Background: an optimization exercise with open tools, aiming at small area, a short achievable clock period and few clock cycles. Do not read the settings as production practice. RTL that was checked went through simulation tests only; none was proved equivalent to the original. The RTL of runs 1, 2 and 8 was laid out without a check of its function. No activity file was given, so power comes from the tool's default toggle rates.

`flow/standard.sh`:
```
#!/bin/bash
# synth_recipe.tcl (not shown) runs the flow's synth.tcl, then flattens the netlist and writes it again
# the make line also repeats each setting of config.mk as NAME=value (left out here)
make -C /OpenROAD-flow-scripts/flow DESIGN_CONFIG=/design/flow/config.mk WORK_HOME=/design/flow/orfs CLKGATE_MAP_FILE= SYNTH_SCRIPT=/design/flow/synth_recipe.tcl "${@:-finish}"
```
`flow/flow/run.sh`:
```
#!/bin/bash
# The standard layout (standard.sh: the standard synthesis and ORFS steps),
# with two changes to how the layout is made; the SDC is left as it is:
#  - the setup repair steps are asked for more slack than the clock period
#    needs (SETUP_SLACK_MARGIN), so they size up the critical paths;
#  - the port buffers are buf_2 cells (repair sizes them as it needs).
# make's output goes to make_finish.log; ORFS keeps each step's log under orfs/logs.
set -euo pipefail
bash standard.sh SETUP_SLACK_MARGIN=19.6 "BUFFER_PORTS_ARGS=-buffer_cell sky130_fd_sc_hd__buf_2" finish > make_finish.log 2>&1
```
`flow/config.mk`:
```
export PLATFORM = sky130hd
export DESIGN_NAME = TopModule
export DESIGN_NICKNAME = TopModule
export VERILOG_FILES = /design/flow/design.v
export SDC_FILE = /design/flow/constraint.sdc
export NUM_CORES = 4
export LEC_CHECK = 0
export ABC_AREA = 1
export CAP_MARGIN = 30
export CORE_MARGIN = 2
export CORE_UTILIZATION = 40
export CTS_CLUSTER_DIAMETER = 120
export CTS_CLUSTER_SIZE = 22
export SLEW_MARGIN = 20
```
`flow/constraint.sdc`:
```
create_clock -name core_clock -period 26.0 [get_ports {clk}]
set_input_delay 5.2000 -clock core_clock [delete_from_list [all_inputs] [get_ports {clk}]]
set_output_delay 5.2000 -clock core_clock [all_outputs]
set_load 0.01 [all_outputs]
```
`flow/design.v`:
```
module TopModule(input clk, rst,
  output [31:0] imem_addr,
  input  [31:0] imem_data,
  output [31:0] dmem_addr, dmem_wdata,
  output        dmem_we, dmem_re,
  input  [31:0] dmem_rdata);
  reg [29:0] pc;                  
  reg        d_v;                 
  reg [31:0] d_i;                 
  reg        e_wb, e_fl, e_ld, e_st;
  reg        e_arith, e_inv;
  reg [1:0]  e_cin, e_lop;
  reg [3:0]  e_cond, e_dest;
  reg [31:0] e_a, e_m;            
  reg fN, fZ, fC, fV;
  reg [31:0] R [0:15];
  reg [15:0] rv;
  function automatic cond_ok(input [3:0] c, input n, z, cc, v);
    case (c)
      4'b0000: cond_ok = z;
      4'b0001: cond_ok = ~z;
      4'b0010: cond_ok = cc;
      4'b0011: cond_ok = ~cc;
      4'b0100: cond_ok = n;
      4'b0101: cond_ok = ~n;
      4'b0110: cond_ok = v;
      4'b0111: cond_ok = ~v;
      4'b1000: cond_ok = cc & ~z;
      4'b1001: cond_ok = ~cc | z;
      4'b1010: cond_ok = n == v;
      4'b1011: cond_ok = n != v;
      4'b1100: cond_ok = (n == v) & ~z;
      4'b1101: cond_ok = (n != v) & z;
      4'b1110: cond_ok = 1'b1;
      default: cond_ok = 1'b0;
    endcase
  endfunction
  assign imem_addr = {pc, 2'b00};
  assign dmem_addr  = e_a;
  assign dmem_wdata = e_m;
  assign dmem_we    = e_st;
  assign dmem_re    = e_ld;
  wire ex_exec = cond_ok(e_cond, fN, fZ, fC, fV);
  wire [31:0] a   = e_a;
  wire [31:0] y   = e_inv ? ~e_m : e_m;
  wire        cin = e_cin[1] ? (fC ^ e_cin[0]) : e_cin[0];
  wire [32:0] s33 = {a[31], a} + {y[31], y} + {32'd0, cin};
  reg  [31:0] lg;
  always @(*) begin
    case (e_lop)
      2'b00:   lg = a & y;
      2'b01:   lg = a | y;
      2'b10:   lg = a ^ y;
      default: lg = y;
    endcase
  end
  wire [31:0] res = e_arith ? s33[31:0] : lg;
  wire [32:0] x33 = {a[31], a}, y33 = {y[31], y};
  wire [32:0] zp  = x33 ^ y33;
  wire [32:0] zk  = {x33[31:0] | y33[31:0], cin};
  wire nZ = e_arith ? (zp == zk) : ((lg == 32'd0) & ~e_inv);
  wire nN = res[31];
  wire nC = e_arith & s33[32];
  wire nV = e_arith & (s33[31] ^ s33[32]);
  wire ex_setfl = e_fl & ex_exec;
  wire ex_wr = e_wb & ex_exec;
  wire w_en  = ex_wr | e_ld;
  wire [31:0] w_d = e_ld ? dmem_rdata : res;
  wire [3:0] i_cond = d_i[31:28];
  wire [1:0] i_cls  = d_i[27:26];
  wire       i_I    = d_i[25];
  wire [3:0] i_op   = d_i[24:21];
  wire       i_S    = d_i[20];
  wire [3:0] i_rn   = d_i[19:16];
  wire [3:0] i_rd   = d_i[15:12];
  wire op_mov = i_op == 4'b1101, op_mvn = i_op == 4'b1111, op_add = i_op == 4'b0100,
       op_adc = i_op == 4'b0101, op_sub = i_op == 4'b0010, op_sbc = i_op == 4'b0110,
       op_and = i_op == 4'b0000, op_orr = i_op == 4'b1100, op_eor = i_op == 4'b0001,
       op_cmp = i_op == 4'b1010, op_tst = i_op == 4'b1000;
  wire i_dp   = i_cls == 2'b00;
  wire i_dpwb = i_dp & (op_mov | op_mvn | op_add | op_adc | op_sub | op_sbc | op_and | op_orr | op_eor);
  wire i_dpfl = i_dp & ((i_S & i_dpwb) | op_cmp | op_tst);
  wire i_mem  = (i_cls == 2'b01) & op_add;
  wire i_ld   = i_mem & i_S;
  wire i_st   = i_mem & ~i_S;
  wire i_br   = i_cls[1];
  wire i_imm  = i_dp & i_I;
  wire [3:0] i_ms  = i_st ? i_rd : d_i[3:0];
  wire i_urn = (i_dp & (op_add | op_adc | op_sub | op_sbc | op_and | op_orr | op_eor | op_cmp | op_tst)) | i_mem;
  wire i_urm = i_dp & ~i_I & (i_dpwb | op_cmp | op_tst);
  reg  [31:0] rfa, rfm;
  integer k;
  always @(*) begin
    rfa = 32'd0; rfm = 32'd0;
    for (k = 0; k < 16; k = k + 1) begin
      rfa = rfa | ({32{(i_rn == k) & rv[k]}} & R[k]);
      rfm = rfm | ({32{(i_ms == k) & rv[k]}} & R[k]);
    end
    rfa[3:0] = rfa[3:0] | (i_rn & {4{~rv[i_rn]}});
    rfm[3:0] = rfm[3:0] | (i_ms & {4{~rv[i_ms]}});
  end
  wire byp_a = w_en & (e_dest == i_rn);
  wire byp_m = w_en & (e_dest == i_ms);
  wire [4:0]  s_amt = d_i[11:7];
  wire [1:0]  s_typ = (i_imm | ~i_dp) ? 2'b11 : d_i[6:5];
  wire [4:0]  s_r   = i_imm ? {d_i[11:8], 1'b0} : ~i_dp ? 5'd0 :
                      (s_typ == 2'b00) ? (5'd0 - s_amt) : s_amt;
  wire [31:0] s_in  = i_imm ? {24'd0, d_i[7:0]} : rfm;
  wire [31:0] s_r0 = s_r[0] ? {s_in[0],    s_in[31:1]}  : s_in;
  wire [31:0] s_r1 = s_r[1] ? {s_r0[1:0],  s_r0[31:2]}  : s_r0;
  wire [31:0] s_r2 = s_r[2] ? {s_r1[3:0],  s_r1[31:4]}  : s_r1;
  wire [31:0] s_r3 = s_r[3] ? {s_r2[7:0],  s_r2[31:8]}  : s_r2;
  wire [31:0] s_rot = s_r[4] ? {s_r3[15:0], s_r3[31:16]} : s_r3;
  reg  [31:0] s_mask;
  integer j;
  always @(*) begin
    for (j = 0; j < 32; j = j + 1)
      case (s_typ)
        2'b00:   s_mask[j] = j >= s_amt;
        2'b11:   s_mask[j] = 1'b1;
        default: s_mask[j] = j + s_amt <= 31;
      endcase
  end
  wire [31:0] sh = (s_rot & s_mask) | ({32{(s_typ == 2'b10) & s_in[31]}} & ~s_mask);
  wire [31:0] memoff = {{20{d_i[11] | ~d_i[10]}}, ~(d_i[11] ^ d_i[10]), ~d_i[10], d_i[9:0]};
  wire [31:0] i_addr = rfa + memoff;
  wire        sel_ra = byp_a & ~e_ld & ~i_mem;       
  wire [31:0] a_pre  = i_mem ? i_addr : (byp_a & e_ld) ? dmem_rdata : rfa;
  wire [31:0] i_a    = sel_ra ? res : a_pre;
  wire        sel_rm = byp_m & ~e_ld & ~i_imm;
  wire [31:0] m_pre  = (byp_m & e_ld & ~i_imm) ? dmem_rdata : sh;
  wire [31:0] i_m    = sel_rm ? res : m_pre;
  wire [29:0] i_tgt = pc + {{6{d_i[23]}}, d_i[23:0]};
  wire i_zonly  = (i_cond[3:1] == 3'b000) | (i_cond[3:1] == 3'b111);    
  wire z_now    = ex_setfl ? nZ : fZ;
  wire i_ok     = cond_ok(i_cond, fN, z_now, fC, fV);
  wire fl_wait  = (i_br | i_mem) & ex_setfl & ~i_zonly;
  wire stall = d_v & (
        (i_mem & byp_a)                                    
      | (i_urm & (s_amt != 5'd0) & byp_m)                  
      | fl_wait);
  wire id_redirect = d_v & i_br & i_ok & ~stall;
  wire go = d_v & ~stall;
  wire [29:0] pc_inc  = pc + 30'd1;
  wire [29:0] pc_next = ({30{id_redirect}} & i_tgt) | ({30{~id_redirect & ~stall}} & pc_inc) |
                        ({30{~id_redirect & stall}} & pc);
  always @(posedge clk or posedge rst) begin
    if (rst) begin
      pc <= 30'd0;
      d_v <= 1'b0;
      {e_wb, e_fl, e_ld, e_st} <= 4'd0;
      {fN, fZ, fC, fV} <= 4'd0;
      rv <= 16'd0;
    end else begin
      pc <= pc_next;
      if (id_redirect) d_v <= 1'b0;
      else if (!stall) d_v <= 1'b1;
      e_wb <= go & i_dpwb;
      e_fl <= go & i_dpfl;
      e_ld <= go & i_ld & i_ok;
      e_st <= go & i_st & i_ok;
      if (ex_setfl) {fN, fZ, fC, fV} <= {nN, nZ, nC, nV};
      if (w_en) rv[e_dest] <= 1'b1;
    end
  end
  always @(posedge clk) begin
    if (!stall) d_i <= imem_data;
    e_arith <= (i_dp & (op_add | op_adc | op_sub | op_sbc | op_cmp));
    e_inv   <= i_dp & (op_sub | op_sbc | op_cmp | op_mvn);
    e_cin   <= op_adc ? 2'b10 : op_sbc ? 2'b11 : (op_sub | op_cmp) ? 2'b01 : 2'b00;
    e_lop   <= (op_and | op_tst) ? 2'b00 : op_orr ? 2'b01 : op_eor ? 2'b10 : 2'b11;
    e_cond  <= i_cond;
    e_dest  <= i_rd;
    e_a     <= i_a;
    e_m     <= i_m;
    if (w_en) R[e_dest] <= w_d;
  end
endmodule
```
==> impl_results.md, run 1 <==
- Final core utilization: between 40% and 50%
- CP Launch Type: register
- Sw frac: 37.8%
- P_int: about 1.9 mW
- CP Class: reg -> out
- Pin count of the biggest net entering global routing: 77
- Wire per inst: between 20 and 30 µm
- Bufs on Longest Clock Path: 3
- Total gr overflow: 0
- Fillers: 10,333
- Fin. Hold Viols: 0
- CP max-delay cell: dfrtp_1
- Number of port buffers: between 150 and 200
- Area share of the leading cell type in the synthesized netlist: 38.9%
- Most frequent cell after synthesis: nand2_1
- HPWL Detailed: 129,000 µm
- First-pass detailed-route iteration total: 8
- Ys async rst share: around 8%
- CP delay by family, top: flip-flops
- Sequential fraction of design power: between 40% and 50%
- GRT Total Usage: 34.3%
- Final GP Congestion: 1.02
- Syn avg cell area: 8.02 µm²
- Die width: approximately 330 µm
- Clk root buf: clkbuf_16
- Max Cap Viol: 0
- List of most frequent post-synthesis cells: nand2_1 (1,458), nand3_1 (636), edfxtp_1 (544)
- DRC: 0
- Vias per cell: ~6
- WP data required: about 21 ns
- Crit path largest cell delay: around 0.43 ns
- Crit-path max FO: 3
- First-pass GRT wire length: 269,000 µm
- Gate power share: between 30% and 40%
- Nets: approximately 5,600
- Post-synthesis sequential area ratio: 45.9%
- Yosys top cell by area: edfxtp_1
- Fmax: between 0.15 and 0.2 GHz
- Cells after Synth: around 5,200
- Final Setup Violations: 0
- Number of H-tree levels: 2
- Clk Latency, worst-skew pair: around 0.64 ns
- Buffers and inverters on the worst path: 1
- Synth warn: 1
- PwrDens: between 60 and 70 mW/mm²
- Ranking of synthesized cells by area: edfxtp_1 (39%), nand2_1 (13%), nand3_1 (7.6%), ha_1 (4.5%), o21ai_0 (3.9%)
- CTS tree: done
- Setup_tns: 0 ns
- Slew Limit Fails: 0
- Total power: 3.07 mW
- Initial antenna violation count: 4
- Crit share post-route: roughly a quarter
- Setup Skew: about 0.034 ns
- Vias in the first global route: 38,407
- Tmin final: ~6.4 ns
- Dpl ws: 19.59 ns
- Worst Tran Pin Value: ~1.1 ns
- Die Area: 0.108 mm²
- Core Rows: ~120
- Max VDD drop: around 38 µV
- Ys flop type: edfxtp_1
- Routed vias: 41,685
- HP Class: reg -> reg
- Run status: finished clean
- RSZ-0062 raised after global routing: true
- CP arrival: around 1.2 ns
- Total wire length: roughly 190,000 µm
- Clock sinks: approximately 680
- Drt first-iter violations: around 6,100
- Critical-path cell list: buf_2
- Yosys cell types: 61
- Initial Utilization: between 40% and 50%
- # hold bufs at CTS: 0
- Worst-path clk slew: around 0.090 ns
- Total CTS buffers: 38
- Leakage: 19.7 nW
- Area Growth Syn to Fin: 10.8%
- Clock power frac: between 20% and 30%
- Share of cells above drive strength 1: between 10% and 20%
- Seq cells post-synth: around 680
- Ports: roughly 160
- Relative slew slack: between 20% and 30%
- Die height: approximately 330 µm
- Cell area after synthesis: 0.0420 mm²
- Number of flops mapped to enable cells by yosys: approximately 540
- Final WS setup: between 15 and 20 ns
- Routed Antenna Nets: 0
- Worst setup EP type: output port
- CORE AREA: about 0.10 mm²
- P_sw: 1.16 mW
placed cells by master (no fill, tap or decap), drive strengths merged, types with 12 or more instances in the layout:
| master | synthesis | routed |
|---|---|---|
| xnor2 | 58 | 58 |
| dfrtp | 55 | 55 |
| o221ai | 12 | 12 |
| o211ai | 40 | 40 |
| ha | 150 | 150 |
| o21ai | 377 | 377 |
| a221oi | 62 | 62 |
| xor2 | 60 | 60 |
| edfxtp | 544 | 544 |
| a2111oi | 12 | 12 |
| a22oi | 15 | 15 |
| a31oi | 21 | 21 |
| clkbuf | 131 | 53 |
| nor2 | 409 | 409 |
| nor3 | 35 | 35 |
| a21oi | 236 | 236 |
| nor4 | 25 | 25 |
| o22ai | 22 | 22 |
| dfxtp | 78 | 78 |
| a22o | 31 | 31 |
| or2 | 19 | 19 |
| inv | 453 | 455 |
| clkinv | 8 | 12 |
| buf | 98 | 335 |
| a211oi | 13 | 13 |
| nand3 | 639 | 639 |
| nand2 | 1478 | 1478 |
| nand4 | 85 | 85 |
flip-flops by register name (all words and copies together), names as in the netlist, 2 cells and up:
register	cells
R	512
d_i	32
e_a	32
e_m	32
pc	30
rv	16
e_cond	4
e_dest	4
e_cin	2
e_lop	2
path summary, 6_finish.rpt:
check	startpoint	end	slack [ns]	cells past startpoint
min reg2reg	d_i[31]	e_cond[3]	0.47	0
min	d_i[31]	e_cond[3]	0.47	0
max in group asynchronous	rst	pc[27]	20.61	3
min in group asynchronous	rst	rv[12]	4.80	3
max	pc[28]	imem_addr[30]	19.57	1
max reg2reg	d_i[23]	e_m[12]	19.94	25
cells by family after synthesis:
logic type | count (synthesis) | synth area share, %
other | 1 | 0.00892
xor gates and xnor gates | 118 | 2.46
AOI/OAI and AO/OA | 898 | 12.8
DFF | 677 | 45.9
and+or+nand+nor | 2705 | 27.6
buffers and inverters | 690 | 6.65
adders and majority gates | 154 | 4.66
power groups by stage:
| stage | Combinational (mW) | Clock (mW) | Sequential, mW |
|---|---|---|---|
| after CTS | 1.02 | 0.669 | 1.33 |
| final | 1.07 | 0.670 | 1.33 |
| after detailed placement | 0.944 | 0 | 1.37 |
| after floorplan | 0.579 | 0 | 1.36 |
| after global placement | 0.938 | 0 | 1.37 |
| after global routing | 1.14 | 0.707 | 1.33 |
final cells by class:
class,count,area (µm²),area share (%)
Antenna cell,4,10.0,0.0215
Tap cell,1380,1730,3.71
Sequential cell,677,19400,41.7
Clock buffer,53,1010,2.16
Multi-Input combinational cell,3877,20200,43.5
Clock inverter,7,119,0.255
Timing Repair Buffer,335,2300,4.94
Inverter,461,1730,3.73
per-layer routing:
metal / part of all wire [%] / track usage, % / routed length (µm)
met1: 37 / 43.2 / 70500
met2: 43 / 52.3 / 81700
met3: 12 / 8.80 / 23300
met4: 7.8 / 22.3 / 14800
met5: 0.10 / 0 / 200
through the flow:
step | std cells | instance area (µm²) | hold WS [ns]
6_report | 6794 | 46500 | 0.475
3_3_place_gp | 6674 | 44600 | 0.455
2_1_floorplan | 5244 | 42000 | 0.396
3_5_place_dp | 6685 | 44700 | 0.457
5_1_grt | 6790 | 46500 | 0.486
4_1_cts | 6778 | 46300 | 0.480
what timing repair did:
item	in CTS	in global routing
cloned	0	0
endpoints found under the setup margin	66	71
pin swaps	0	1
buffers inserted	33	8
gates resized for setup	81	40
==> inputs of run 2 (changes only) <==
--- a/flow/config.mk
+++ b/flow/config.mk
@@ -10,3 +10,3 @@
 export CORE_MARGIN = 2
-export CORE_UTILIZATION = 40
+export CORE_UTILIZATION = 55
 export CTS_CLUSTER_DIAMETER = 120
==> impl_results.md, run 2 <==
- R2R cell count: 33
- Worst-path clk slew: about 0.11 ns
- Setup crit start: pc[11]
- Share of cells above drive strength 1: between 10% and 20%
- Setup_tns: 0 ns
- Clk Latency, worst-skew pair: ~0.64 ns
- Area share of the leading cell type in the synthesized netlist: between 30% and 40%
- CORE AREA: approximately 0.076 mm²
- CP Launch Type: register
- # hold bufs at CTS: 0
- Ys async rst share: between 8 and 9%
- GRT Total Usage: ~47%
- Fillers: between 6,000 and 7,000
- Total gr overflow: 0
- Nets: between 5,000 and 6,000
- List of most frequent post-synthesis cells: nand2_1 (1,458), nand3_1 (636), edfxtp_1 (544)
- Pin count of the biggest net entering global routing: between 50 and 60
- Die width: 280 µm
- Setup Skew: around 0.027 ns
- Most common cell after layout, fill and taps aside: nand2_1
- Slew Limit Fails: 0
- CTS tree: done
- Most frequent cell after synthesis: nand2_1
- Initial Utilization: a little under three fifths
- Leakage: approximately 20 nW
- Clock sinks: around 680
- Synth warn: 1
- Tmin final: ~6.4 ns
- Most frequent cells in the layout: nand2_1 (1,457), nand3_1 (636), edfxtp_1 (544), inv_1 (435), nor2_1 (356)
- Die height: ~280 µm
- Worst Tran Pin Value: about 1.1 ns
- Ys flop type: edfxtp_1
- Max VDD drop: 66.6 µV
- Clk root buf: clkbuf_16
- WP data required: around 21 ns
- First-pass GRT wire length: 264,000 µm
- Final GP Congestion: approximately 1.0
- CP arrival: 1.24 ns
- Yosys cell types: 61
- Area Growth Syn to Fin: 9.45%
- Number of flops mapped to enable cells by yosys: about 540
- Max reg flops: slightly above 500
- Relative slew slack: around a quarter
- Buffers and inverters on the worst path: 1
- Final Setup Violations: 0
- PwrDens: around 66 mW/mm²
- Number of port buffers: around 160
- Final WS setup: just under 20 ns
- Initial antenna violation count: 8
- Bufs on Longest Clock Path: 3
- Critical Path Sink: imem_addr[13]
- Ports: between 150 and 200
- Die Area: 0.0786 mm²
- Vias in the first global route: between 30,000 and 40,000
- Top register by number of flip-flops: R
- Total stage count of the critical path: 1
- Run status: finished clean
- Routed Antenna Nets: 0
- CP delay by family, top: flip-flops
- Dpl ws: between 15 and 20 ns
- Drt first-iter violations: between 6,000 and 7,000
- Worst r2r src: d_i[16]
- Routed vias: ~42,000
- Post-synthesis sequential area ratio: a little under half
- Max Cap Viol: 0
- Fin. Hold Viols: 0
- RSZ-0062 raised after global routing: true
- Critical-path cell list: buf_6
- Wire per inst: 29.2 µm
- Cells after Synth: about 5,200
- Reg2reg setup slack: 19.93 ns
- Seq cells post-synth: 677
- Total power: about 3.0 mW
- Vias per cell: 6.59
- Total CTS buffers: 36
- Crit-path max FO: 5
- Ranking of synthesized cells by area: edfxtp_1 (39%), nand2_1 (13%), nand3_1 (7.6%), ha_1 (4.5%), o21ai_0 (3.9%)
- Crit path largest cell delay: 0.47 ns
- Core Rows: 101
- Number of H-tree levels: 2
- Worst setup EP type: output port
- Syn avg cell area: 8.02 µm²
- DRC: 0
- R2R Path End: e_a[24]
- HP Class: reg -> reg
- First-pass detailed-route iteration total: 7
- HPWL Detailed: 126,000 µm
- Fmax: between 0.15 and 0.2 GHz
- Yosys top cell by area: edfxtp_1
- Crit share post-route: between 20% and 30%
- CP Class: reg -> out
- Cell area after synthesis: roughly 0.042 mm²
- CP max-delay cell: dfrtp_2
- Total wire length: between 150,000 and 200,000 µm
-- run 2: logic make-up (layout without fill, tap and decap cells) --
kind of cell | count (synthesis) | after routing | synth area share, %
compound gates | 898 | 898 | 12.8
buf+inv | 690 | 845 | 6.65
simple gates | 2705 | 2705 | 27.6
other cells | 1 | 12 | 0.00892
xor+xnor | 118 | 118 | 2.46
flops | 677 | 677 | 45.9
fa+ha+maj | 154 | 154 | 4.66
-- run 2: worst register-to-register path: cells and delay by family, from the launching register on --
family,cells,cell delay (ns)
adders and majority gates,2,0.83
DFF,1,0.56
buffers and inverters,3,0.61
and+or+nand+nor,21,2.69
AOI/OAI and AO/OA,7,1.30
-- run 2: how the worst min path moves through the flow --
stage                 start        end  cells after the start
floorplan           d_i[13]  e_dest[1]                      0
global placement     rv[10]     rv[10]                      2
detailed placement  d_i[31]  e_cond[3]                      0
CTS                 d_i[30]  e_cond[2]                      0
global route        d_i[31]  e_cond[3]                      0
finish              d_i[30]  e_cond[2]                      0
-- run 2: where the power goes --
group	internal, mW	switching (mW)	leakage [nW]
combinational	0.352	0.706	12.8
sequential	1.27	0.0641	6.35
clock	0.269	0.377	0.506
total	1.89	1.15	19.6
-- run 2: per-stage QoR --
step / instances / hold slack [ns] / cell area, µm² / utilization, %
6_report: 6387 / 0.523 / 46000 / 60.7
5_1_grt: 6378 / 0.560 / 46000 / 60.6
4_1_cts: 6358 / 0.525 / 45600 / 60.2
3_5_place_dp: 6269 / 0.497 / 44100 / 58.2
3_3_place_gp: 6263 / 0.497 / 44100 / 58.1
2_1_floorplan: 5244 / 0.396 / 42000 / -
-- run 2: what timing repair did --
action,4_1_cts,5_1_grt
pin swaps,0,2
setup endpoints to repair,80,61
resized for setup,86,37
buffers inserted,33,14
-- run 2: routing by layer --
metal	GRT usage (%)	part of all wire, %	wire (µm)
met5	0	0.080	149
met1	57.7	35	64800
met2	69.6	42	78500
met4	33.8	9.0	16900
met3	13.2	14	26400
-- run 2: layout make-up --
class | instances | area [µm²] | share of cell area [%]
multi-input cells | 3877 | 20200 | 44.0
flip-flops and latches | 677 | 19400 | 42.2
repair buffers | 328 | 2280 | 4.96
inverters | 461 | 1740 | 3.78
well taps | 978 | 1220 | 2.66
clock buffers | 53 | 985 | 2.14
clock inverters | 3 | 76.3 | 0.166
diodes | 10 | 25.0 | 0.0544
==> inputs of run 3 (changes only) <==
--- a/flow/design.v
+++ b/flow/design.v
@@ -87,3 +87,3 @@
   wire i_imm  = i_dp & i_I;
-  wire [3:0] i_ms  = i_st ? i_rd : d_i[3:0];
+  wire [3:0] i_ms  = d_i[26] ? i_rd : d_i[3:0];
   wire i_urn = (i_dp & (op_add | op_adc | op_sub | op_sbc | op_and | op_orr | op_eor | op_cmp | op_tst)) | i_mem;
--- a/flow/config.mk
+++ b/flow/config.mk
@@ -10,3 +10,3 @@
 export CORE_MARGIN = 2
-export CORE_UTILIZATION = 55
+export CORE_UTILIZATION = 40
 export CTS_CLUSTER_DIAMETER = 120
==> impl_results.md, run 3 <==
- Yosys top cell by area: edfxtp_1
- Crit path largest cell delay: approximately 0.45 ns
- Final GP Congestion: 1.01
- Pin count of the biggest net entering global routing: 66
- HPWL Detailed: 135,000 µm
- Setup_tns: 0 ns
- Seq cells post-synth: about 680
- Clk Latency, worst-skew pair: 0.64 ns
- Routed vias: approximately 42,000
- Yosys cell types: 73
- List of most frequent post-synthesis cells: nand2_1 (1,486), nand3_1 (572), edfxtp_1 (544)
- Buffers and inverters on the worst path: 1
- Nets: between 5,000 and 6,000
- GRT Total Usage: between 30% and 40%
- Vias in the first global route: around 38,000
- CP Class: reg -> out
- Total gr overflow: 0
- Area share of the leading cell type in the synthesized netlist: between 30 and 40%
- Clk root buf: clkbuf_16
- Ranking of synthesized cells by area: edfxtp_1 (38%), nand2_1 (13%), nand3_1 (6.7%), ha_1 (4.4%), o21ai_0 (4.0%)
- Number of flops mapped to enable cells by yosys: approximately 540
- Slew Limit Fails: 0
- Ys flop type: edfxtp_1
- CORE AREA: about 0.11 mm²
- Die height: between 300 and 400 µm
- Number of port buffers: 161
- Worst Tran Pin Value: between 1 and 1.5 ns
- Top register by number of flip-flops: R
- Max reg flops: 512
- Fmax: between 0.15 and 0.2 GHz
- Worst-path clk slew: roughly 0.10 ns
- CP delay by family, top: flip-flops
- CP arrival: approximately 1.2 ns
- CTS tree: done
- Most frequent cell after synthesis: nand2_1
- Final core utilization: around 45%
- CP max-delay cell: dfrtp_2
- HP Class: reg -> reg
- Most common cell after layout, fill and taps aside: nand2_1
- Final Non-Filler Cells: 6,849
- Post-synthesis sequential area ratio: a little under half
- Die Area: 0.109 mm²
- Die width: about 330 µm
- Area post-placement: 0.0450 mm²
- Relative slew slack: approximately a quarter
- Initial antenna violation count: 15
- WP data required: about 21 ns
- Max VDD drop: about 47 µV
- CP Launch Type: register
- Wire per inst: roughly 29 µm
- First-pass detailed-route iteration total: 10
- Run status: finished clean
- Worst setup EP type: output port
- Leakage: 19.7 nW
- Max Cap Viol: 0
- Initial Utilization: between 40 and 50%
- Tmin final: roughly 6.4 ns
- Syn avg cell area: roughly 8 µm²
- Most frequent cells in the layout: nand2_1 (1,485), nand3_1 (570), edfxtp_1 (544), inv_1 (448), nor2_1 (388)
- Crit share post-route: 24.7%
- Core Rows: ~120
- First-pass GRT wire length: roughly 280,000 µm
- Final Setup Violations: 0
- Final hold slack: approximately 0.48 ns
- Clock sinks: 677
- Area Growth Syn to Fin: 10.4%
- Ys async rst share: 8.12%
- Share of cells above drive strength 1: 10.9%
- Critical-path cell list: buf_6
- PwrDens: roughly 66 mW/mm²
- Ports: 164
- Post-route cell area: ~0.047 mm²
- Synth warn: 1
- Bufs on Longest Clock Path: 3
- DRC: 0
- Crit-path max FO: 2
- Total wire length: roughly 200,000 µm
- Number of H-tree levels: 2
- Vias per cell: 6.12
- Routed Antenna Nets: 0
- Drt first-iter violations: roughly 6,600
- Cells after Synth: between 5,000 and 6,000
- Cell area after synthesis: 0.0424 mm²
- RSZ-0062 raised after global routing: true
- Total CTS buffers: 37
- # hold bufs at CTS: 0
- Setup Skew: around 0.032 ns
- Fin. Hold Viols: 0
- Inst Count DP: around 6,700
==> run 3: changes by cell type after synthesis, sizes merged, moves of 18 or more <==
cell / before / now
xnor2: 58 / 39
xor2: 60 / 78
a21oi: 236 / 259
nand2: 1478 / 1508
nor2: 409 / 442
inv: 453 / 472
nand3: 639 / 583
nand4: 85 / 63
==> run 3: stage by stage <==
step,total power [mW],setup slack (ns)
floorplan,1.96,19.69
global placement,2.34,19.34
detailed placement,2.34,19.53
CTS,3.05,19.53
global route,3.22,19.57
finish,3.10,19.59
==> run 3: layer usage <==
| metal | global-route usage, % | wire length, µm | vias to the layer above |
|---|---|---|---|
| met1 | 46.0 | 74300 | 19645 |
| met5 | 0 | 157 | - |
| met4 | 23.2 | 16100 | 16 |
| li1 | - | - | 18392 |
| met3 | 8.55 | 24600 | 795 |
| met2 | 52.8 | 82900 | 3070 |
==> run 3: cell type report <==
| type | instances | area [µm²] |
|---|---|---|
| repair buffers | 314 | 2240 |
| well taps | 1391 | 1740 |
| fillers | 10465 | 58400 |
| flip-flops and latches | 677 | 19400 |
| clock buffers | 56 | 1040 |
| multi-input cells | 3921 | 20500 |
| diodes | 6 | 15.0 |
| inverters | 481 | 1820 |
| clock inverters | 3 | 41.3 |
==> run 3: logic make-up after synthesis <==
logic type	after synthesis	share of synthesized area, %
adders and majority gates	154	4.61
xor gates and xnor gates	117	2.61
other	1	0.00884
and+or+nand+nor	2693	27.1
DFF	677	45.4
AOI/OAI and AO/OA	954	13.4
buffers and inverters	707	6.78
muxes	1	0.0236
==> run 3: what timing repair did <==
item | in CTS | in global routing
setup endpoints to repair | 85 | 48
resized for setup | 138 | 24
buffers inserted | 31 | 3
pin swaps | 0 | 0
==> run 3: worst paths after layout <==
path                       startpoint       endpoint  slack, ns  cells past startpoint
max                            pc[20]  imem_addr[22]      19.59                      1
min                           d_i[15]      e_dest[3]       0.48                      0
max reg2reg                   d_i[19]        e_a[25]      19.80                     26
min reg2reg                   d_i[15]      e_dest[3]       0.48                      0
max in group asynchronous         rst          pc[8]      20.60                      3
min in group asynchronous         rst         pc[15]       4.80                      3
==> run 3: power breakdown <==
group / switching (mW) / total [mW] / internal [mW] / leakage, nW
sequential: 0.0694 / 1.34 / 1.27 / 6.35
clock: 0.378 / 0.659 / 0.282 / 0.519
combinational: 0.742 / 1.10 / 0.357 / 12.8
total: 1.19 / 3.10 / 1.91 / 19.7
Testbench counts of run 3, summed over its fixed seeds: cycles 31,878.
==> inputs of run 4 (changes only) <==
--- a/flow/config.mk
+++ b/flow/config.mk
@@ -13,2 +13,2 @@
 export CTS_CLUSTER_SIZE = 22
-export SLEW_MARGIN = 20
+export SLEW_MARGIN = 0
==> impl_results.md, run 4 <==
- Core Rows: between 100 and 150
- Bufs on Longest Clock Path: 3
- Cell area after synthesis: about 0.042 mm²
- Total CTS buffers: 37
- Most frequent cells in the layout: nand2_1 (1,486), nand3_1 (571), edfxtp_1 (544), inv_1 (448), nor2_1 (387)
- Number of port buffers: around 160
- Fraction of the mapped netlist area in adder cells: under 10%
- Post-synthesis simple-gate area fraction: between 20% and 30%
- Area post-placement: 0.0450 mm²
- Wire per inst: around 29 µm
- Total wire length: slightly below 200,000 µm
- Largest family of logic cells by synthesized area: simple AND/OR/NAND/NOR gates
- Total stage count of the critical path: 1
- Final hold slack: just under 0.5 ns
- Most common cell after layout, fill and taps aside: nand2_1
- List of most frequent post-synthesis cells: nand2_1 (1,486), nand3_1 (572), edfxtp_1 (544)
- # hold bufs at CTS: 0
- Yosys cell types: 73
- Initial Utilization: just over 40%
- Clock power frac: between 20% and 30%
- Fin. Hold Viols: 0
- PwrDens: 66.2 mW/mm²
- Crit path largest cell delay: around 0.45 ns
- Vias in the first global route: about 38,000
- Area share of the leading cell type in the synthesized netlist: 38.5%
- Top register by number of flip-flops: R
- Worst setup EP type: output port
- Hold depth: 0
- Run status: finished clean
- CTS tree: done
- Most frequent cell after synthesis: nand2_1
- Die Area: roughly 0.11 mm²
- Clock sinks: 677
- Ranking of synthesized cells by area: edfxtp_1 (38%), nand2_1 (13%), nand3_1 (6.7%), ha_1 (4.4%), o21ai_0 (4.0%)
- Max reg flops: around 510
- GRT Total Usage: a little over a third
- Critical-path cell list: buf_6
- Final GP Congestion: 1.01
- Gate power share: 35.5%
- Die height: ~330 µm
- Synth warn: 1
- DRC: 0
- Inst Count DP: approximately 6,700
- Final Non-Filler Cells: between 6,000 and 7,000
- XOR/XNOR share of the synthesized area: 2.61%
- Crit share post-route: roughly 25%
- CORE AREA: about 0.11 mm²
- Worst-path clk slew: 0.10 ns
- CP Class: reg -> out
- Clk Latency, worst-skew pair: 0.64 ns
- Total power: just over 3 mW
- Syn avg cell area: between 7 and 8 µm²
- WP data required: between 20 and 25 ns
- Ports: 164
- Crit-path max FO: 2
- Ys flop type: edfxtp_1
- P_int: around 1.9 mW
- Drt first-iter violations: roughly 6,400
- Setup_tns: 0 ns
- First-pass detailed-route iteration total: 6
- Area fraction in compound gates after synthesis: 13.4%
- Tmin final: 6.42 ns
- Ys async rst share: 8.12%
- CP delay by family, top: flip-flops
- Buffers and inverters on the worst path: 1
- R2R cell count: 26
- Share of cells above drive strength 1: between 10% and 20%
- CP Launch Type: register
- Die width: 330 µm
- Slew Limit Fails: 0
- Routed Antenna Nets: 0
- Post-synthesis sequential area ratio: between 40% and 50%
- CP arrival: 1.22 ns
- Post-route cell area: between 0.04 and 0.05 mm²
- Worst Tran Pin Value: approximately 1.1 ns
- Seq cells post-synth: between 600 and 700
- Number of flops mapped to enable cells by yosys: 544
- Vias per cell: 6.11
- Clk root buf: clkbuf_16
- Final Setup Violations: 0
- CP max-delay cell: dfrtp_2
- Cells after Synth: 5,304
- Max Cap Viol: 0
- Pin count of the biggest net entering global routing: 66
- Post-synthesis mux area share: 0.0236%
- Nets: ~5,700
- First-pass GRT wire length: about 280,000 µm
- Routed vias: approximately 42,000
- Number of H-tree levels: 2
- Leakage: between 15 and 20 nW
- Area Growth Syn to Fin: 10.4%
- Initial antenna violation count: 9
- Sequential fraction of design power: about 43%
- Relative slew slack: 24.3%
- Setup Skew: roughly 0.038 ns
- HP Class: reg -> reg
- Total gr overflow: 0
- HPWL Detailed: approximately 140,000 µm
- RSZ-0062 raised after global routing: true
- Max VDD drop: around 47 µV
- Fmax: ~0.16 GHz
- Sw frac: roughly two fifths
- Yosys top cell by area: edfxtp_1
- P_sw: 1.19 mW
==> run 4: cell counts after synthesis <==
No cell type changed its count.
==> run 4: kinds of logic (layout without fill, tap and decap cells) <==
group / count (synthesis) / count (layout)
buffers and inverters: 707 / 861
xor gates and xnor gates: 117 / 117
AOI/OAI and AO/OA: 954 / 954
DFF: 677 / 677
other: 1 / 7
muxes: 1 / 1
adders and majority gates: 154 / 154
and+or+nand+nor: 2693 / 2693
==> run 4: power by group through the flow <==
stage | clock, mW | sequential (mW) | combinational, mW
2_1_floorplan | 0 | 1.36 | 0.598
3_3_place_gp | 0 | 1.38 | 0.959
3_5_place_dp | 0 | 1.37 | 0.968
4_1_cts | 0.656 | 1.34 | 1.05
5_1_grt | 0.693 | 1.34 | 1.18
6_report | 0.657 | 1.34 | 1.10
==> run 4: path summary, 6_finish.rpt <==
| kind | from | to | slack, ns |
|---|---|---|---|
| max | pc[19] | imem_addr[21] | 19.58 |
| min | d_i[29] | e_cond[1] | 0.48 |
| max reg2reg | d_i[18] | e_a[25] | 19.89 |
| min reg2reg | d_i[29] | e_cond[1] | 0.48 |
| max in group asynchronous | rst | pc[27] | 20.56 |
| min in group asynchronous | rst | pc[17] | 4.80 |
==> run 4: final cells by class <==
| class | instances | area, µm² |
|---|---|---|
| Fill cell | 10475 | 58400 |
| Multi-Input combinational cell | 3921 | 20500 |
| Sequential cell | 677 | 19400 |
| Timing Repair Buffer | 321 | 2250 |
| Inverter | 481 | 1820 |
| Tap cell | 1391 | 1740 |
| Clock buffer | 55 | 1040 |
| Clock inverter | 4 | 45.0 |
| Antenna cell | 5 | 12.5 |
==> run 4: through the flow <==
stage / utilization (%) / worst slack, ns
3_5_place_dp: 42.8 / 19.51
4_1_cts: 44.3 / 19.53
3_3_place_gp: 42.7 / 19.34
6_report: 44.5 / 19.58
2_1_floorplan: - / 19.69
5_1_grt: 44.5 / 19.57
==> run 4: repair_timing <==
| action | 4_1_cts | 5_1_grt |
|---|---|---|
| pin swaps | 0 | 1 |
| gates cloned | 0 | 0 |
| setup endpoints to repair | 84 | 39 |
| buffers inserted | 32 | 6 |
| resized for setup | 132 | 22 |
==> run 4: metal layers <==
layer  share of wire (%)  global-route usage (%)  routed length, µm  vias up
met2                  42                    52.9              83100     3025
met4                 7.8                    22.2              15400       12
met5               0.040                       0                 80        -
met3                  13                    9.31              26000      741
li1                    -                       -                  -    18419
met1                  37                    46.3              73800    19689
==> inputs of run 5 (changes only) <==
--- a/flow/config.mk
+++ b/flow/config.mk
@@ -8,3 +8,3 @@
 export ABC_AREA = 1
-export CAP_MARGIN = 30
+export CAP_MARGIN = 10
 export CORE_MARGIN = 2
==> impl_results.md, run 5 <==
- CP max-delay cell: dfrtp_2
- Share of cells above drive strength 1: approximately 11%
- Vias per cell: 6.15
- Crit path largest cell delay: between 0.4 and 0.5 ns
- Area share of the leading cell type in the synthesized netlist: 38.5%
- Nets: about 5,600
- Number of H-tree levels: 2
- Hold depth: 0
- Post-route cell area: ~0.047 mm²
- Syn avg cell area: around 8 µm²
- Max Cap Viol: 0
- Number of port buffers: roughly 160
- Clk Latency, worst-skew pair: about 0.65 ns
- Vias in the first global route: between 30,000 and 40,000
- Area Growth Syn to Fin: 10.2%
- CP arrival: ~1.2 ns
- Worst setup EP type: output port
- Ranking of synthesized cells by area: edfxtp_1 (38%), nand2_1 (13%), nand3_1 (6.7%), ha_1 (4.4%), o21ai_0 (4.0%)
- Multi-input logic area: 0.0205 mm²
- Most frequent cells in the layout: nand2_1 (1,485), nand3_1 (569), edfxtp_1 (544), inv_1 (448), nor2_1 (387)
- Ys async rst share: around 8.1%
- Yosys cell types: 73
- Total wire length: slightly below 200,000 µm
- Max VDD drop: between 40 and 50 µV
- CP Launch Type: register
- HP Class: reg -> reg
- Final Setup Violations: 0
- GRT Total Usage: 35.5%
- # hold bufs at CTS: 0
- Clock sinks: slightly below 700
- Final core utilization: ~44%
- Most common cell after layout, fill and taps aside: nand2_1
- Reg2reg setup slack: 19.90 ns
- HPWL Detailed: approximately 140,000 µm
- Hold endpoint: e_dest[3]
- CORE AREA: around 0.11 mm²
- Leakage: between 15 and 20 nW
- Crit share post-route: about a quarter
- Routed Antenna Nets: 0
- Worst r2r src: d_i[19]
- Slew Limit Fails: 0
- PwrDens: approximately 66 mW/mm²
- Ports: ~160
- Seq cells post-synth: slightly below 700
- Total CTS buffers: 37
- Bufs on Longest Clock Path: 3
- Die width: about 330 µm
- Clk root buf: clkbuf_16
- Fmax: approximately 0.16 GHz
- Yosys top cell by area: edfxtp_1
- Worst Tran Pin Value: roughly 1.3 ns
- Relative slew slack: 14.2%
- Fin. Hold Viols: 0
- Crit-path max FO: 2
- Worst-path clk slew: roughly 0.10 ns
- FF/Latch Area: approximately 0.019 mm²
- Ys flop type: edfxtp_1
- Wire per inst: a little under 30 µm
- Total gr overflow: 0
- Synth warn: 1
- Critical-path cell list: buf_6
- WP data required: ~21 ns
- Setup_tns: 0 ns
- DRC: 0
- Routed vias: roughly 42,000
- Buffers and inverters on the worst path: 1
- RSZ-0062 raised after global routing: true
- R2R cell count: 26
- Post-synthesis sequential area ratio: 45.4%
- Fillers: roughly 10,000
- Die height: ~330 µm
- Number of flops mapped to enable cells by yosys: roughly 540
- Top register by number of flip-flops: R
- Pin count of the biggest net entering global routing: 66
- Die Area: roughly 0.11 mm²
- Most frequent cell after synthesis: nand2_1
- Initial Utilization: 40.3%
- Max reg flops: 512
- R2R Path End: e_a[25]
- Cell area after synthesis: around 0.042 mm²
- List of most frequent post-synthesis cells: nand2_1 (1,486), nand3_1 (572), edfxtp_1 (544)
- Area post-placement: about 0.045 mm²
- Dpl ws: roughly 19 ns
- First-pass detailed-route iteration total: 8
- Final GP Congestion: 1.01
- Total power: around 3.1 mW
- Cells after Synth: about 5,300
- Setup Skew: about 0.044 ns
- CTS tree: done
- Tmin final: around 6.4 ns
- CP Class: reg -> out
- Core Rows: approximately 120
- Hold_sp: d_i[15]
- Drt first-iter violations: 6,195
- Final WS setup: 19.58 ns
- CP delay by family, top: flip-flops
- First-pass GRT wire length: between 200,000 and 300,000 µm
- Initial antenna violation count: 13
- Run status: finished clean
==> run 5: worst max-delay path by stage <==
stage / startpoint / to / cells past startpoint
3_5_place_dp: dmem_rdata[10] / R[9][10] / 3
4_1_cts: e_m[12] / dmem_wdata[12] / 1
2_1_floorplan: dmem_rdata[11] / R[0][11] / 2
3_3_place_gp: dmem_rdata[10] / R[11][10] / 3
5_1_grt: pc[22] / imem_addr[24] / 1
6_report: pc[20] / imem_addr[22] / 1
==> run 5: stage by stage <==
step	hold WS, ns	cells
finish	0.487	6845
CTS	0.485	6831
global placement	0.462	6740
floorplan	0.346	5305
detailed placement	0.464	6740
global route	0.495	6839
==> run 5: report_power, final <==
group / internal [mW] / total [mW] / switching [mW] / leakage, nW
clock network: 0.286 / 0.663 / 0.377 / 0.526
logic: 0.357 / 1.10 / 0.743 / 12.8
registers: 1.27 / 1.34 / 0.0690 / 6.34
total: 1.92 / 3.11 / 1.19 / 19.6
==> run 5: cells by family after synthesis <==
group	Yosys count	synth area share, %
xor gates and xnor gates	117	2.61
other	1	0.00884
AOI/OAI and AO/OA	954	13.4
adders and majority gates	154	4.61
DFF	677	45.4
muxes	1	0.0236
and+or+nand+nor	2693	27.1
buffers and inverters	707	6.78
==> run 5: final cells by class <==
class                           instances  area share, %
Clock buffer                           55           2.26
Antenna cell                            6         0.0321
Clock inverter                          4         0.0883
Multi-Input combinational cell       3921           43.8
Timing Repair Buffer                  310           4.61
Tap cell                             1391           3.72
Sequential cell                       677           41.6
Inverter                              481           3.89
==> run 5: metal layers <==
| layer | vias up | wire length, µm | GRT usage, % |
|---|---|---|---|
| met4 | 12 | 17200 | 24.2 |
| met1 | 19671 | 73300 | 45.3 |
| met5 | - | 80 | 0 |
| li1 | 18394 | - | - |
| met2 | 3165 | 82400 | 52.8 |
| met3 | 821 | 25000 | 9.42 |
==> run 5: what timing repair did <==
| item | in CTS | in global routing |
|---|---|---|
| resized for setup | 133 | 26 |
| endpoints found under the hold margin | 0 | 0 |
| endpoints found under the setup margin | 86 | 39 |
| buffers inserted | 32 | 4 |
==> inputs of run 6 (changes only) <==
--- a/flow/flow/run.sh
+++ b/flow/flow/run.sh
@@ -8,2 +8,2 @@
 set -euo pipefail
-bash standard.sh SETUP_SLACK_MARGIN=19.6 "BUFFER_PORTS_ARGS=-buffer_cell sky130_fd_sc_hd__buf_2" finish > make_finish.log 2>&1
+bash standard.sh SETUP_SLACK_MARGIN=20.0 "BUFFER_PORTS_ARGS=-buffer_cell sky130_fd_sc_hd__buf_2" finish > make_finish.log 2>&1
--- a/flow/config.mk
+++ b/flow/config.mk
@@ -8,3 +8,3 @@
 export ABC_AREA = 1
-export CAP_MARGIN = 10
+export CAP_MARGIN = 30
 export CORE_MARGIN = 2
@@ -13,2 +13,2 @@
 export CTS_CLUSTER_SIZE = 22
-export SLEW_MARGIN = 0
+export SLEW_MARGIN = 20
==> impl_results.md, run 6 <==
- Yosys top cell by area: edfxtp_1
- Most frequent cell after synthesis: nand2_1
- CP delay by family, top: flip-flops
- Vias per cell: 6.04
- Crit-path max FO: 2
- Buffers and inverters on the worst path: 1
- Area Growth Syn to Fin: 12.6%
- Most frequent cells in the layout: nand2_1 (1,485), nand3_1 (568), edfxtp_1 (544), inv_1 (446), nor2_1 (386)
- Routed Antenna Nets: 0
- CP max-delay cell: dfrtp_2
- Number of port buffers: about 160
- Ys flop type: edfxtp_1
- Leakage: 20.1 nW
- Die Area: approximately 0.11 mm²
- Core Rows: between 100 and 150
- Post-synthesis sequential area ratio: 45.4%
- CP Launch Type: register
- Post-route cell area: roughly 0.048 mm²
- Area post-placement: ~0.045 mm²
- Setup_tns: 0 ns
- PwrDens: between 60 and 70 mW/mm²
- Fmax: between 0.15 and 0.2 GHz
- Setup Skew: 0.0320 ns
- HPWL Detailed: 136,000 µm
- CP arrival: ~1.2 ns
- Clk root buf: clkbuf_16
- Vias in the first global route: approximately 39,000
- Bufs on Longest Clock Path: 3
- Ports: between 150 and 200
- Relative slew slack: between 30 and 40%
- Final Setup Violations: 0
- Fin. Hold Viols: 0
- DRC: 0
- Share of cells above drive strength 1: approximately 12%
- Initial antenna violation count: 14
- Total CTS buffers: 36
- Crit share post-route: between 20% and 30%
- Synth warn: 1
- Wire per inst: approximately 29 µm
- Total gr overflow: 0
- GRT Total Usage: 35.5%
- Final GP Congestion: around 1.0
- Drt first-iter violations: 6,099
- Worst setup EP type: output port
- Clk Latency, worst-skew pair: about 0.64 ns
- Yosys cell types: 73
- CORE AREA: 0.105 mm²
- Fillers: 10,330
- Total wire length: 198,000 µm
- Number of flops mapped to enable cells by yosys: roughly 540
- Worst Tran Pin Value: 1.03 ns
- Cells after Synth: 5,304
- Max VDD drop: 43.9 µV
- Number of H-tree levels: 2
- CTS tree: done
- Slew Limit Fails: 0
- CP Class: reg -> out
- Area share of the leading cell type in the synthesized netlist: about two fifths
- WP data required: approximately 21 ns
- Nets: around 5,700
- Routed vias: roughly 42,000
- Max reg flops: slightly above 500
- Initial Utilization: between 40% and 50%
- HP Class: reg -> reg
- List of most frequent post-synthesis cells: nand2_1 (1,486), nand3_1 (572), edfxtp_1 (544)
- Ys async rst share: 8.12%
- First-pass detailed-route iteration total: 6
- Tmin final: roughly 6.4 ns
- Die height: 330 µm
- Top register by number of flip-flops: R
- RSZ-0062 raised after global routing: true
- Critical-path cell list: buf_6
- Most common cell after layout, fill and taps aside: nand2_1
- Pin count of the biggest net entering global routing: a little over 80
- Cell area after synthesis: approximately 0.042 mm²
- Die width: between 300 and 400 µm
- Worst-path clk slew: ~0.1 ns
- First-pass GRT wire length: approximately 280,000 µm
- Seq cells post-synth: approximately 680
- Run status: finished clean
- Syn avg cell area: between 7 and 8 µm²
- Ranking of synthesized cells by area: edfxtp_1 (38%), nand2_1 (13%), nand3_1 (6.7%), ha_1 (4.4%), o21ai_0 (4.0%)
- Clock sinks: 677
- Crit path largest cell delay: approximately 0.45 ns
- Max Cap Viol: 0
-- run 6: cell counts after synthesis --
No cell type changed its count.
-- run 6: repair_timing --
item / CTS / global route
buffers inserted: 79 / 27
pin swaps: 0 / 2
hold buffers: 0 / 0
gates resized for setup: 239 / 21
endpoints found under the setup margin: 99 / 106
-- run 6: power by group --
group	leakage (nW)	total [mW]	switching (mW)	internal, mW
clock	0.495	0.638	0.373	0.266
combinational	13.3	1.15	0.757	0.391
sequential	6.36	1.34	0.0656	1.27
total	20.1	3.13	1.20	1.93
-- run 6: cell type report --
type                    instances  area [µm²]  share of cell area, %
diodes                          9        22.5                 0.0471
clock buffers                  53         975                   2.04
clock inverters                 4        50.0                  0.105
inverters                     481        1830                   3.82
multi-input cells            3921       20600                   43.0
flip-flops and latches        677       19500                   40.8
well taps                    1391        1740                   3.64
repair buffers                384        3130                   6.55
-- run 6: kinds of logic (layout without fill, tap and decap cells) --
| group | count (synthesis) | in the layout | share of synthesized area, % |
|---|---|---|---|
| other cells | 1 | 11 | 0.00884 |
| xor+xnor | 117 | 117 | 2.61 |
| flops | 677 | 677 | 45.4 |
| mux | 1 | 1 | 0.0236 |
| buf+inv | 707 | 922 | 6.78 |
| fa+ha+maj | 154 | 154 | 4.61 |
| simple gates | 2693 | 2693 | 27.1 |
| compound gates | 954 | 954 | 13.4 |
-- run 6: stage by stage --
stage	total power, mW	hold WS [ns]	util (%)	setup slack, ns	cells
final	3.13	0.459	45.4	19.58	6920
after global routing	3.25	0.486	45.4	19.56	6913
after CTS	3.07	0.470	45.0	19.56	6876
after detailed placement	2.34	0.426	42.7	19.55	6740
after global placement	2.34	0.414	42.7	19.38	6736
after floorplan	1.96	0.346	-	20.01	5305
-- run 6: path summary, 6_finish.rpt --
path	slack, ns	end	cells after the start	start
max in group asynchronous	20.62	pc[1]	3	rst
worst min register to register	0.46	e_dest[3]	0	d_i[15]
worst min-delay path	0.46	e_dest[3]	0	d_i[15]
worst max register to register	20.14	e_a[25]	26	d_i[19]
worst max-delay path	19.58	imem_addr[4]	1	pc[2]
min in group asynchronous	4.81	pc[15]	3	rst
-- run 6: layer usage --
metal | part of all wire [%] | wire length [µm] | track usage (%)
met1 | 37 | 73600 | 45.6
met2 | 42 | 84200 | 53.5
met3 | 13 | 25000 | 8.90
met4 | 7.7 | 15300 | 22.1
met5 | 0.039 | 77 | 0.261
==> inputs of run 7 (changes only) <==
--- a/flow/flow/run.sh
+++ b/flow/flow/run.sh
@@ -8,2 +8,2 @@
 set -euo pipefail
-bash standard.sh SETUP_SLACK_MARGIN=20.0 "BUFFER_PORTS_ARGS=-buffer_cell sky130_fd_sc_hd__buf_2" finish > make_finish.log 2>&1
+bash standard.sh SETUP_SLACK_MARGIN=19.5 "BUFFER_PORTS_ARGS=-buffer_cell sky130_fd_sc_hd__buf_2" finish > make_finish.log 2>&1
--- a/flow/config.mk
+++ b/flow/config.mk
@@ -11,4 +11,4 @@
 export CORE_UTILIZATION = 40
-export CTS_CLUSTER_DIAMETER = 120
-export CTS_CLUSTER_SIZE = 22
+export CTS_CLUSTER_DIAMETER = 130
+export CTS_CLUSTER_SIZE = 26
 export SLEW_MARGIN = 20
==> impl_results.md, run 7 <==
- Clk Latency, worst-skew pair: approximately 0.70 ns
- Ports: between 150 and 200
- Routed vias: 41,949
- RSZ-0062 raised after global routing: false
- P_int: ~1.8 mW
- Post-route cell area: ~0.046 mm²
- HPWL Detailed: between 100,000 and 150,000 µm
- Cells after Synth: roughly 5,300
- Fmax: approximately 0.15 GHz
- Area share of the leading cell type in the synthesized netlist: 38.5%
- Crit share post-route: about a quarter
- Tmin final: ~6.5 ns
- Fraction of the mapped netlist area in adder cells: under 10%
- Wire per inst: 28.9 µm
- Pin count of the biggest net entering global routing: 66
- Vias per cell: 6.13
- CP delay by family, top: flip-flops
- # hold bufs at CTS: 0
- Total CTS buffers: 30
- Setup_tns: 0 ns
- Syn avg cell area: approximately 8.0 µm²
- Initial Utilization: 40.3%
- Slew Limit Fails: 0
- Drt first-iter violations: just under 7,000
- Clk root buf: clkbuf_16
- Sw frac: 38.9%
- CP Class: reg -> out
- Final Setup Violations: 0
- Seq cells post-synth: about 680
- DRC: 0
- Final GP Congestion: slightly above 1
- Top register by number of flip-flops: R
- Die width: between 300 and 400 µm
- Cell area after synthesis: around 0.042 mm²
- Yosys top cell by area: edfxtp_1
- GRT Total Usage: a little over a third
- CORE AREA: 0.105 mm²
- Setup Skew: about 0.033 ns
- Dpl ws: slightly below 20 ns
- P_sw: around 1.2 mW
- XOR/XNOR share of the synthesized area: 2.61%
- Number of port buffers: 161
- Clock power frac: roughly a fifth
- CTS tree: done
- Run status: finished clean
- Total power: ~3 mW
- Final Non-Filler Cells: roughly 6,800
- First-pass GRT wire length: 276,000 µm
- Total gr overflow: 0
- Post-synthesis mux area share: less than 1%
- Worst setup EP type: output port
- Total stage count of the critical path: 1
- WP data required: roughly 21 ns
- Leakage: 19.5 nW
- Die Area: between 0.1 and 0.15 mm²
- Ranking of synthesized cells by area: edfxtp_1 (38%), nand2_1 (13%), nand3_1 (6.7%), ha_1 (4.4%), o21ai_0 (4.0%)
- Max reg flops: just over 500
- Final WS setup: slightly below 20 ns
- CP Launch Type: register
- Most common cell after layout, fill and taps aside: nand2_1
- Crit path largest cell delay: slightly below 0.4 ns
- Bufs on Longest Clock Path: 3
- Total wire length: 198,000 µm
- Hold depth: 0
- Ys flop type: edfxtp_1
- Die height: ~330 µm
- Area fraction in compound gates after synthesis: between 10% and 20%
- HP Class: reg -> reg
- Relative slew slack: approximately 27%
- Share of cells above drive strength 1: between 10% and 20%
- Post-synthesis sequential area ratio: around 45%
- Crit-path max FO: 3
- Synth warn: 1
- Area Growth Syn to Fin: 9.45%
- Fillers: ~11,000
- Hold endpoint: e_dest[3]
- CP max-delay cell: dfxtp_2
- First-pass detailed-route iteration total: 10
- R2R Path End: e_a[25]
- Routed Antenna Nets: 0
- Buffers and inverters on the worst path: 1
- Hold_sp: d_i[15]
- Gate power share: between 30 and 40%
- CP arrival: around 1.3 ns
- Number of H-tree levels: 1
- Number of flops mapped to enable cells by yosys: ~540
- R2R cell count: 26
- Vias in the first global route: between 30,000 and 40,000
- Worst Tran Pin Value: 1.09 ns
- Initial antenna violation count: 17
- Nets: ~5,600
- Inst Count DP: approximately 6,700
- List of most frequent post-synthesis cells: nand2_1 (1,486), nand3_1 (572), edfxtp_1 (544)
- Most frequent cell after synthesis: nand2_1
- Reg2reg setup slack: ~20 ns
- Ys async rst share: roughly 8.1%
- Worst r2r src: d_i[19]
- Worst-path clk slew: 0.11 ns
- Max VDD drop: between 60 and 70 µV
- Fin. Hold Viols: 0
- Clock sinks: around 680
- Post-synthesis simple-gate area fraction: 27.1%
- Most frequent cells in the layout: nand2_1 (1,486), nand3_1 (571), edfxtp_1 (544), inv_1 (448), nor2_1 (388)
- Largest family of logic cells by synthesized area: simple AND/OR/NAND/NOR gates
- Max Cap Viol: 0
- Core Rows: roughly 120
- Area post-placement: ~0.045 mm²
- Critical-path cell list: clkbuf_4
- Yosys cell types: 73
- Sequential fraction of design power: approximately 44%
- PwrDens: around 65 mW/mm²
run 7: metal layers:
layer	share of wire [%]	up-vias	global-route usage, %
li1	-	18404	-
met1	37	19609	45.9
met2	42	3154	53.0
met3	13	772	8.66
met4	7.7	10	22.4
met5	0.040	-	0
run 7: cell families (layout without fill, tap and decap cells):
group	after synthesis	in the layout
simple gates	2693	2693
compound gates	954	954
buf+inv	707	851
flops	677	677
fa+ha+maj	154	154
xor+xnor	117	117
other cells	1	10
mux	1	1
run 7: area by class of cell:
class	instances	area (µm²)	share of cell area [%]
Antenna cell	8	20.0	0.0431
Sequential cell	677	19400	41.7
Inverter	481	1820	3.91
Clock buffer	53	858	1.85
Timing Repair Buffer	314	2080	4.47
Tap cell	1391	1740	3.75
Clock inverter	3	55.1	0.119
Multi-Input combinational cell	3921	20500	44.2
run 7: timing repair:
action | in CTS | in global routing
endpoints found under the setup margin | 79 | 16
gates resized for setup | 70 | 19
setup buffers | 30 | 2
pin swaps | 0 | 1
run 7: per-stage QoR:
stage               hold slack, ns  utilization [%]
global placement             0.462             42.7
finish                       0.488             44.1
CTS                          0.488             43.9
global route                 0.502             44.1
floorplan                    0.346                -
detailed placement           0.464             42.8
run 7: how the worst max path moves through the flow:
stage,start,to,slack (ns)
floorplan,dmem_rdata[11],R[0][11],19.69
global placement,dmem_rdata[10],R[11][10],19.34
detailed placement,dmem_rdata[25],R[0][25],19.53
CTS,e_m[12],dmem_wdata[12],19.48
global route,d_i[18],e_a[21],19.50
finish,e_a[24],dmem_addr[24],19.49
run 7: power by group through the flow:
stage	clock network, mW	registers (mW)	logic, mW
floorplan	0	1.36	0.598
global placement	0	1.38	0.959
detailed placement	0	1.38	0.967
CTS	0.601	1.33	1.03
global route	0.636	1.34	1.15
finish	0.604	1.34	1.08
==> inputs of run 8 (changes only) <==
--- a/flow/design.v
+++ b/flow/design.v
@@ -8,2 +8,3 @@
   reg        d_v;                 
+  reg        d_fold;              
   reg [31:0] d_i;                 
@@ -38,2 +39,6 @@
   assign imem_addr = {pc, 2'b00};
+  wire [31:0] f = imem_data;
+  wire [6:0]  f_lo = pc[6:0] + f[6:0] + 7'd1;
+  wire        f_fold = f[27] & f[23] & (&f[22:4]) & (f[31:28] != 4'b1111) & (pc[6:4] != 3'd0);
+  wire [29:0] f_tgt = {pc[29:7], f_lo};
   assign dmem_addr  = e_a;
@@ -132,3 +137,4 @@
   wire [31:0] i_m    = sel_rm ? res : m_pre;
-  wire [29:0] i_tgt = pc + {{6{d_i[23]}}, d_i[23:0]};
+  wire [29:0] i_off = {{6{d_i[23]}}, d_i[23:0]};
+  wire [29:0] i_tgt = pc + (d_fold ? ~i_off : i_off) + {29'd0, d_fold};
   wire i_zonly  = (i_cond[3:1] == 3'b000) | (i_cond[3:1] == 3'b111);    
@@ -141,7 +147,8 @@
       | fl_wait);
-  wire id_redirect = d_v & i_br & i_ok & ~stall;
+  wire id_redirect = d_v & i_br & (i_ok ^ d_fold) & ~stall;
   wire go = d_v & ~stall;
   wire [29:0] pc_inc  = pc + 30'd1;
-  wire [29:0] pc_next = ({30{id_redirect}} & i_tgt) | ({30{~id_redirect & ~stall}} & pc_inc) |
-                        ({30{~id_redirect & stall}} & pc);
+  wire fold = f_fold & ~id_redirect & ~stall;
+  wire [29:0] pc_next = ({30{id_redirect}} & i_tgt) | ({30{~id_redirect & stall}} & pc) |
+                        ({30{fold}} & f_tgt) | ({30{~f_fold & ~id_redirect & ~stall}} & pc_inc);
   always @(posedge clk or posedge rst) begin
@@ -166,3 +173,3 @@
   always @(posedge clk) begin
-    if (!stall) d_i <= imem_data;
+    if (!stall) begin d_i <= imem_data; d_fold <= fold; end
     e_arith <= (i_dp & (op_add | op_adc | op_sub | op_sbc | op_cmp));
--- a/flow/flow/run.sh
+++ b/flow/flow/run.sh
@@ -8,2 +8,2 @@
 set -euo pipefail
-bash standard.sh SETUP_SLACK_MARGIN=19.5 "BUFFER_PORTS_ARGS=-buffer_cell sky130_fd_sc_hd__buf_2" finish > make_finish.log 2>&1
+bash standard.sh SETUP_SLACK_MARGIN=19.6 "BUFFER_PORTS_ARGS=-buffer_cell sky130_fd_sc_hd__buf_2" finish > make_finish.log 2>&1
--- a/flow/config.mk
+++ b/flow/config.mk
@@ -11,4 +11,4 @@
 export CORE_UTILIZATION = 40
-export CTS_CLUSTER_DIAMETER = 130
-export CTS_CLUSTER_SIZE = 26
+export CTS_CLUSTER_DIAMETER = 120
+export CTS_CLUSTER_SIZE = 22
 export SLEW_MARGIN = 20
==> impl_results.md, run 8 <==
- Run status: finished clean
- Slew Limit Fails: 0
- Initial antenna violation count: 8
- Top register by number of flip-flops: R
- HPWL Detailed: ~140,000 µm
- Largest family of logic cells by synthesized area: simple AND/OR/NAND/NOR gates
- Routed vias: 44,066
- Synth warn: 1
- GRT Total Usage: between 30% and 40%
- RSZ-0062 raised after global routing: true
- DRC: 0
- Crit-path max FO: 2
- Cell area after synthesis: ~0.044 mm²
- CTS tree: done
- CP Launch Type: register
- CP Class: reg -> out
- XOR/XNOR share of the synthesized area: roughly 3.2%
- Gate power share: 35.6%
- Drt first-iter violations: just over 6,000
- Critical-path cell list: buf_6
- Final Setup Violations: 0
- Yosys cell types: slightly below 70
- Routed Antenna Nets: 0
- Reg2reg setup slack: about 20 ns
- Post-synthesis simple-gate area fraction: around 28%
- Sw frac: 38.5%
- Setup_tns: 0 ns
- Max reg flops: ~500
- List of most frequent post-synthesis cells: nand2_1 (1,407), nand3_1 (652), edfxtp_1 (545)
- Clk root buf: clkbuf_16
- Fraction of the mapped netlist area in adder cells: 4.66%
- Worst Tran Pin Value: around 1.1 ns
- Die height: 335 µm
- Total stage count of the critical path: 1
- Relative slew slack: around 27%
- CORE AREA: 0.109 mm²
- Most frequent cells in the layout: nand2_1 (1,405), nand3_1 (649), edfxtp_1 (545), inv_1 (517), nor2_1 (466)
- Buffers and inverters on the worst path: 1
- CP arrival: 1.27 ns
- Pin count of the biggest net entering global routing: 66
- First-pass detailed-route iteration total: 10
- Area post-placement: ~0.046 mm²
- Post-synthesis sequential area ratio: between 40 and 50%
- Area Growth Syn to Fin: 11.5%
- Total CTS buffers: 39
- Core Rows: ~120
- Ys async rst share: 8.11%
- Max VDD drop: between 50 and 60 µV
- Final GP Congestion: just over 1
- Area share of the leading cell type in the synthesized netlist: 37.4%
- Vias in the first global route: 40,682
- Fmax: ~0.15 GHz
- Ys flop type: edfxtp_1
- P_int: 1.94 mW
- P_sw: ~1.2 mW
- WP data required: between 20 and 25 ns
- Share of cells above drive strength 1: 11.1%
- Max Cap Viol: 0
- Total power: between 3 and 4 mW
- Tmin final: roughly 6.5 ns
- Leakage: 20.9 nW
- Syn avg cell area: 7.85 µm²
- Dpl ws: 18.54 ns
- Crit path largest cell delay: 0.49 ns
- CP delay by family, top: flip-flops
- Clk Latency, worst-skew pair: around 0.67 ns
- Die Area: about 0.11 mm²
- Post-synthesis mux area share: 0.0229%
- Worst-path clk slew: approximately 0.10 ns
- Worst r2r src: d_i[18]
- Setup Skew: between 0.05 and 0.06 ns
- Initial Utilization: 40.3%
- Clock sinks: between 600 and 700
- Die width: around 330 µm
- Number of flops mapped to enable cells by yosys: about 550
- CP max-delay cell: dfxtp_4
- Most common cell after layout, fill and taps aside: nand2_1
- Clock power frac: a little over a fifth
- Area fraction in compound gates after synthesis: a little over an eighth
- Total gr overflow: 0
- Post-route cell area: slightly below 0.05 mm²
- Sequential fraction of design power: 42.4%
- Ranking of synthesized cells by area: edfxtp_1 (37%), nand2_1 (12%), nand3_1 (7.5%), inv_1 (4.5%), ha_1 (4.4%)
- Most frequent cell after synthesis: nand2_1
- Number of port buffers: between 150 and 200
- HP Class: reg -> reg
- Crit share post-route: 24.9%
- Final WS setup: 19.53 ns
- # hold bufs at CTS: 0
- Cells after Synth: about 5,600
- Fin. Hold Viols: 0
- Nets: slightly below 6,000
- Yosys top cell by area: edfxtp_1
- R2R cell count: 26
- Total wire length: approximately 210,000 µm
- Bufs on Longest Clock Path: 3
- Vias per cell: ~6.1
- Ports: between 150 and 200
- Worst setup EP type: output port
- Wire per inst: approximately 29 µm
- Seq cells post-synth: 678
- R2R Path End: e_a[29]
- Setup crit start: e_a[18]
- Final hold slack: 0.429 ns
- Critical Path Sink: dmem_addr[18]
- PwrDens: between 60 and 70 mW/mm²
- Number of H-tree levels: 2
- First-pass GRT wire length: ~290,000 µm
==> run 8: cell types whose count changed after synthesis, moves of 10 or more <==
cell,before,now
o21ai_1,52,71
nand3_1,572,652
xor2_1,78,116
a21oi_1,258,243
nand2_1,1486,1407
nand3b_1,19,5
buf_2,51,70
inv_1,450,520
nor2_1,415,493
nand4_1,63,129
xnor2_1,28,38
==> run 8: how the worst min path moves through the flow <==
stage | start | to | slack [ns] | cells past startpoint
after global routing | d_i[28] | e_cond[0] | 0.46 | 0
after detailed placement | d_i[28] | e_cond[0] | 0.41 | 0
after CTS | d_i[28] | e_cond[0] | 0.44 | 0
after global placement | d_i[28] | e_cond[0] | 0.41 | 0
after floorplan | d_i[29] | e_cond[1] | 0.35 | 0
final | d_i[28] | e_cond[0] | 0.43 | 0
==> run 8: cell type report <==
class,count,area [µm²]
Sequential cell,678,19500
Tap cell,1414,1770
Clock buffer,51,1020
Inverter,549,2080
Multi-Input combinational cell,4096,21500
Antenna cell,6,15.0
Fill cell,10804,59900
Clock inverter,10,163
Timing Repair Buffer,370,2720
==> run 8: worst register-to-register path, stage by stage (launching register included) <==
cell      delay [ns]
edfxtp_1        0.63
inv_1           0.09
nor2_1          0.28
nand2_1         0.36
inv_1           0.66
buf_4           0.58
a22oi_1         0.19
o211a_1         0.15
and3_1          0.15
nand4_1         0.22
ha_1            0.29
nand3_1         0.10
nand2_1         0.12
nand2_1         0.06
nand2_1         0.06
a21oi_1         0.09
o21ai_0         0.23
buf_4           0.19
nand2_1         0.06
nand2_1         0.11
inv_1           0.06
o21ai_0         0.34
nand4_1         0.22
a21oi_1         0.21
nor2_1          0.06
a21oi_1         0.26
a21oi_1         0.08
==> run 8: layer usage <==
layer,GRT usage (%),routed length [µm],vias up
met5,0,62,-
met4,23.2,15900,6
met3,9.52,27000,773
met2,54.6,89000,3160
met1,44.6,74300,20735
li1,-,-,19392
==> run 8: power groups by stage <==
| stage | combinational [mW] | clock (mW) | sequential [mW] |
|---|---|---|---|
| after floorplan | 0.612 | 0 | 1.35 |
| after global placement | 0.958 | 0 | 1.38 |
| after detailed placement | 0.964 | 0 | 1.38 |
| after CTS | 1.08 | 0.694 | 1.33 |
| after global routing | 1.21 | 0.726 | 1.34 |
| final | 1.12 | 0.694 | 1.34 |
==> run 8: cell families after synthesis <==
family                     after synthesis
DFF                                    678
muxes                                    1
AOI/OAI and AO/OA                      965
buffers and inverters                  802
xor gates and xnor gates               156
other                                    1
and+or+nand+nor                       2812
adders and majority gates              160
==> run 8: stage by stage <==
stage | instances | utilization (%)
after floorplan | 5576 | -
after global placement | 7017 | 42.6
after detailed placement | 7024 | 42.7
after CTS | 7155 | 44.7
after global routing | 7168 | 44.9
final | 7174 | 44.9
==> run 8: repair_timing <==
item | 4_1_cts | 5_1_grt
endpoints found under the hold margin | 0 | 0
setup buffers | 70 | 10
pin swaps | 0 | 2
gates resized for setup | 181 | 11
setup endpoints to repair | 120 | 71

Setup slack of run 8, layout unchanged: 19.526 ns with ideal ports, 19.447 ns with driving cells assumed (clock clkbuf_16, inputs buf_2), 19.107 ns with port delays also shifted by the 0.719 ns mid clock arrival.
